Context: an optimization exercise on an open-source flow, tuned for small area, a short achievable clock period and few clock cycles. The choices shown serve that exercise and are no tape-out recipe. At most, simulation tests tie the RTL to the original design; equivalence was not proved. Power is estimated from default activity; no workload was simulated.

== v6 ==
==> flow/design.v (excerpt) <==
module Mips_Processor (
    input             clk,
    input             rst,
    output     [15:0] mem_addr,
    output            mem_wr,
    output     [15:0] mem_wdata,
    input      [15:0] mem_rdata,
    output reg        wb_we,
    output reg [3:0]  wb_rd,
    output reg [15:0] wb_data
);
    localparam OP_ADD  = 4'd0,  OP_ADDM = 4'd1,  OP_SUB = 4'd2,  OP_ADDI = 4'd3;
    localparam OP_MUL  = 4'd4,  OP_AND  = 4'd5,  OP_SHL = 4'd6,  OP_LW   = 4'd7;
    localparam OP_LWI  = 4'd8,  OP_SW   = 4'd9,  OP_SWI = 4'd10, OP_CLR  = 4'd11;
    localparam OP_LI   = 4'd12, OP_CMP  = 4'd13, OP_BNE = 4'd14, OP_J    = 4'd15;
    function writes_reg(input [3:0] op);
        writes_reg = (op == OP_ADD) || (op == OP_ADDM) || (op == OP_SUB) || (op == OP_ADDI) ||
                     (op == OP_AND) || (op == OP_SHL) || (op == OP_LW) || (op == OP_LWI) ||
                     (op == OP_CLR) || (op == OP_LI);
    endfunction
    function uses_ba(input [3:0] op);
        uses_ba = (op == OP_ADDM) || (op == OP_LW) || (op == OP_LWI) || (op == OP_SW) || (op == OP_SWI);
    endfunction
    function is_load(input [3:0] op);
        is_load = (op == OP_ADDM) || (op == OP_LW) || (op == OP_LWI);
    endfunction
    function b_is_reg(input [3:0] op);
        b_is_reg = (op == OP_ADD) || (op == OP_SUB) || (op == OP_MUL) || (op == OP_AND) || (op == OP_CMP);
    endfunction
    function real_rd(input [3:0] r);
        real_rd = (r != 4'd0) && (r != 4'd9) && (r != 4'd12) && (r != 4'd13);
    endfunction
    function is_hilo(input [3:0] r);
        is_hilo = (r == 4'd12) || (r == 4'd13);
    endfunction
    function [20:0] ks20(input [19:0] a, input [19:0] b, input cin);
        reg [19:0] g, p, gg, pp;
        integer i, d;
        begin
            g = a & b;
            p = a ^ b;
            gg = g;
            pp = p;
            gg[0] = g[0] | (p[0] & cin);
            for (d = 1; d < 20; d = d * 2)
  ...
==> flow/config.mk <==
export PLATFORM = sky130hd
export DESIGN_NAME = Mips_Processor
export DESIGN_NICKNAME = Mips_Processor
export VERILOG_FILES = /design/flow/design.v
export SDC_FILE = /design/flow/constraint.sdc
export NUM_CORES = 4
export LEC_CHECK = 0
export ABC_AREA = 1
export CAP_MARGIN = 20
export CORE_MARGIN = 2
export CORE_UTILIZATION = 40
export CTS_CLUSTER_DIAMETER = 80
export CTS_CLUSTER_SIZE = 30
export PLACE_DENSITY = 0.6
export SLEW_MARGIN = 20
==> flow/constraint.sdc <==
create_clock -name core_clock -period 11.0 [get_ports {clk}]
set_input_delay 2.2000 -clock core_clock [delete_from_list [all_inputs] [get_ports {clk}]]
set_output_delay 2.2000 -clock core_clock [all_outputs]
set_load 0.01 [all_outputs]
standard.sh (not shown) runs the stock make flow with config.mk's settings and CLKGATE_MAP_FILE= SYNTH_SCRIPT=/design/flow/synth_recipe.tcl, a recipe that flattens the netlist after the stock synthesis.
==> flow/flow/run.sh <==
#!/bin/bash
# Standard layout with extra make settings: a tighter timing-repair target,
# and the settings listed on the make line below.
set -euo pipefail
bash standard.sh 'SETUP_SLACK_MARGIN=7' 'BUFFER_PORTS_ARGS=-buffer_cell sky130_fd_sc_hd__buf_4' finish > flow_make.log 2>&1
The flow did not stop early for v6: all stages ran, and the layout cleared the timing, DRC and antenna checks.
Testbench counts of v6, summed over its fixed seeds: cycles 23,254.
> inputs changed (v6 -> v7)
--- a/flow/design.v
+++ b/flow/design.v
@@ -53,24 +53,25 @@
     reg  [15:0] pc, tgt;
     reg         tsel;
     reg         d_valid;
     reg  [15:0] d_ir;
     reg         d_ba, d_rd1, d_rd2, d_isbne, d_hl;
     reg  [3:0]  d_r1, d_r2;
+    reg         d_byp1, d_byp2;  
     reg         e_valid;
     reg  [3:0]  e_rd;
     reg  [15:0] e_v1, e_v2, e_imm;
     reg         e_fm1, e_fw1, e_fm2, e_fw2;
     reg         e_fv1, e_fv2;    
     reg         e_fwd;           
     reg         e_ldr;           
     reg         e_sub, e_breg, e_s_and, e_s_shl, e_s_imm, e_cmp, e_mul, e_bne;
     reg         e_mem, e_sw, e_two, e_ld, e_addm, e_wr;
     reg         m_valid, m_port, m_wr, m_ph1, m_swi;
     reg         m_asel, a_t, a_p;
-    reg         m_two, m_ld, m_addm, m_wrr;
+    reg         m_ld, m_addm, m_wrr;
     reg  [3:0]  m_rd;
     reg  [15:0] m_res, m_s;
     reg  [3:0]  sr;              
     reg  [15:0] hi, lo, mcand;
     reg  [17:0] mcand3;          
     reg  [2:0]  mcnt;
@@ -128,15 +129,14 @@
             4'd13:   rf_rd = lo;
             4'd14:   rf_rd = x14;
             4'd15:   rf_rd = x15;
             default: rf_rd = 16'd0;
         endcase
     endfunction
-    wire        wb_real = wb_we && real_rd(wb_rd);
-    wire [15:0] d_ra    = (wb_real && wb_rd == d_r1) ? wb_data : rf_rd(d_r1);
-    wire [15:0] d_rb    = (wb_real && wb_rd == d_r2) ? wb_data : rf_rd(d_r2);
+    wire [15:0] d_ra    = d_byp1 ? wb_data : rf_rd(d_r1);
+    wire [15:0] d_rb    = d_byp2 ? wb_data : rf_rd(d_r2);
     wire m_wreal  = m_valid && m_wrr && real_rd(m_rd);
     wire load_use = e_valid && e_ldr && ((d_rd1 && d_r1 == e_rd) || (d_rd2 && d_r2 == e_rd));
     wire mul_busy = e_mulv || (mcnt != 3'd0);
     wire hilo_use = mul_busy && d_hl;
     wire stall_d  = load_use || hilo_use;
     wire fm1_n = e_valid && e_fwd && (e_rd == d_r1);
@@ -159,12 +159,18 @@
     wire [6:0]  f_hi   = ({7{f_lo[9]}} & f_hic) | ({7{!f_lo[9]}} & f_hin);
     wire [15:0] f_btgt = {f_hi, f_lo[8:0]};
     wire        take   = !m_port && (!d_valid || d_adv) && !mis_d && !mis_e;
     wire        tsel_n = !mis_e && !mis_d && (take ? (f_op == OP_BNE) : tsel);
     wire        masel_n = freeze || (e_valid && e_mem);
     wire        f_ba   = uses_ba(f_op);
+    wire [3:0]  f_r1   = f_ba ? 4'd10 : mem_rdata[11:8];
+    wire [3:0]  f_r2   = f_ba ? mem_rdata[11:8] : mem_rdata[7:4];
+    wire        d_free = !d_valid || d_adv;
+    wire        w_next = m_valid && m_wrr && !freeze && real_rd(m_rd);
+    wire [3:0]  nd_r1  = d_free ? f_r1 : d_r1;
+    wire [3:0]  nd_r2  = d_free ? f_r2 : d_r2;
     wire        f_rd1  = (f_op != OP_LI) && (f_op != OP_CLR) && (f_op != OP_BNE) && (f_op != OP_J);
     wire        f_rd2  = b_is_reg(f_op) || (f_op == OP_ADDM) || (f_op == OP_SW) || (f_op == OP_SWI);
     wire        f_hl   = (f_rd1 && !f_ba && is_hilo(mem_rdata[11:8])) ||
                          (f_rd2 && is_hilo(f_ba ? mem_rdata[11:8] : mem_rdata[7:4]));
     function [17:0] mpick(input [1:0] dgt);
         mpick = ({18{dgt == 2'd1}} & {2'b00, mcand}) |
@@ -189,12 +195,14 @@
         if (rst_q || (wb_we && wb_rd == 4'd7))  x7  <= rst_q ? 16'd0 : wb_data;
         if (rst_q || (wb_we && wb_rd == 4'd8))  x8  <= rst_q ? 16'd0 : wb_data;
         if (rst_q || (wb_we && wb_rd == 4'd10)) x10 <= rst_q ? 16'd0 : wb_data;
         if (rst_q || (wb_we && wb_rd == 4'd11)) x11 <= rst_q ? 16'd0 : wb_data;
         if (rst_q || (wb_we && wb_rd == 4'd14)) x14 <= rst_q ? 16'd0 : wb_data;
         if (rst_q || (wb_we && wb_rd == 4'd15)) x15 <= rst_q ? 16'd0 : wb_data;
+        d_byp1 <= w_next && (m_rd == nd_r1);
+        d_byp2 <= w_next && (m_rd == nd_r2);
         if (rst)
             mcnt <= 3'd0;
         else if (e_mulv && !freeze)
             mcnt <= 3'd4;
         else if (mcnt != 3'd0)
             mcnt <= mcnt - 3'd1;
@@ -249,13 +257,12 @@
                 m_rd    <= e_rd;
                 m_res   <= e_res;
                 m_s     <= f2;
                 m_port  <= e_valid && e_mem;
                 m_wr    <= e_valid && e_sw;
                 m_ph1   <= e_valid && e_two;
-                m_two   <= e_two;
                 m_swi   <= e_two && !e_wr;
                 m_ld    <= e_ld;
                 m_addm  <= e_addm;
                 m_wrr   <= e_wr;
                 e_valid <= d_adv && !mis_e && (!d_bne || e_cmpv);
                 e_rd    <= d_dest;
@@ -305,14 +312,14 @@
                     tsel <= (f_op == OP_BNE);
                     if (f_op == OP_BNE)
                         tgt <= f_btgt;
                     d_valid <= 1'b1;
                     d_ir <= mem_rdata;
                     d_ba <= f_ba;
-                    d_r1 <= f_ba ? 4'd10 : mem_rdata[11:8];
-                    d_r2 <= f_ba ? mem_rdata[11:8] : mem_rdata[7:4];
+                    d_r1 <= f_r1;
+                    d_r2 <= f_r2;
                     d_rd1 <= f_rd1;
                     d_rd2 <= f_rd2;
                     d_isbne <= (f_op == OP_BNE);
                     d_hl <= f_hl;
                 end
             end else if (d_adv) begin
[summary]
- Between v7 and v6, the horizontal die dimension figures differ only marginally.
- Compared v6 against v7; sequential share of layout area within noise.
- Clock period minus worst slack is lower on v7
- Relative contribution of the clock network to total power is higher on v7
- Against v6 as the reference, v7 delivers a higher total number of cells along the worst setup path.
- On share of synthesized cell area in and, or, nand and nor gates: v7 sits below v6.
- Comparing number of different library cells in the post-synthesis netlist for v6 and v7, the smaller number came from v7.
- Compared with v6, v7 shows total length of routed met2 wires that has gone up by a few percent.
Only the layout flow was run in v7; the RTL was not checked for function there.

## separate check: timing with driven ports
No port has a modelled driver above. Below, the same layouts with a new extraction and two added sets of constraints.
Step 1 sets driving cells, clkbuf_16 on the clock port and buf_2 on the other inputs (assumed; they add their load-dependent delay and slew).
Step 2, shift: input delay + t, output delay - t, t = (earliest + latest rising clock arrival at the registers) / 2. This alone moves slack from input paths to output paths.
a / b / c = ideal / step 1 / step 2; a / b = the first two.
run | t, ns | setup WS [ns] | worst slew at a driven data input, ns
v6 | 0.696 | 7.034 / 6.968 / 6.489 | 0.04
v7 | 0.680 | 7.148 / 7.122 / 6.507 | 0.04
After both steps every run listed still meets setup and hold. For v7, which loses most, drivers alone change the setup slack by -0.026 ns; drivers and shift together by -0.641 ns.
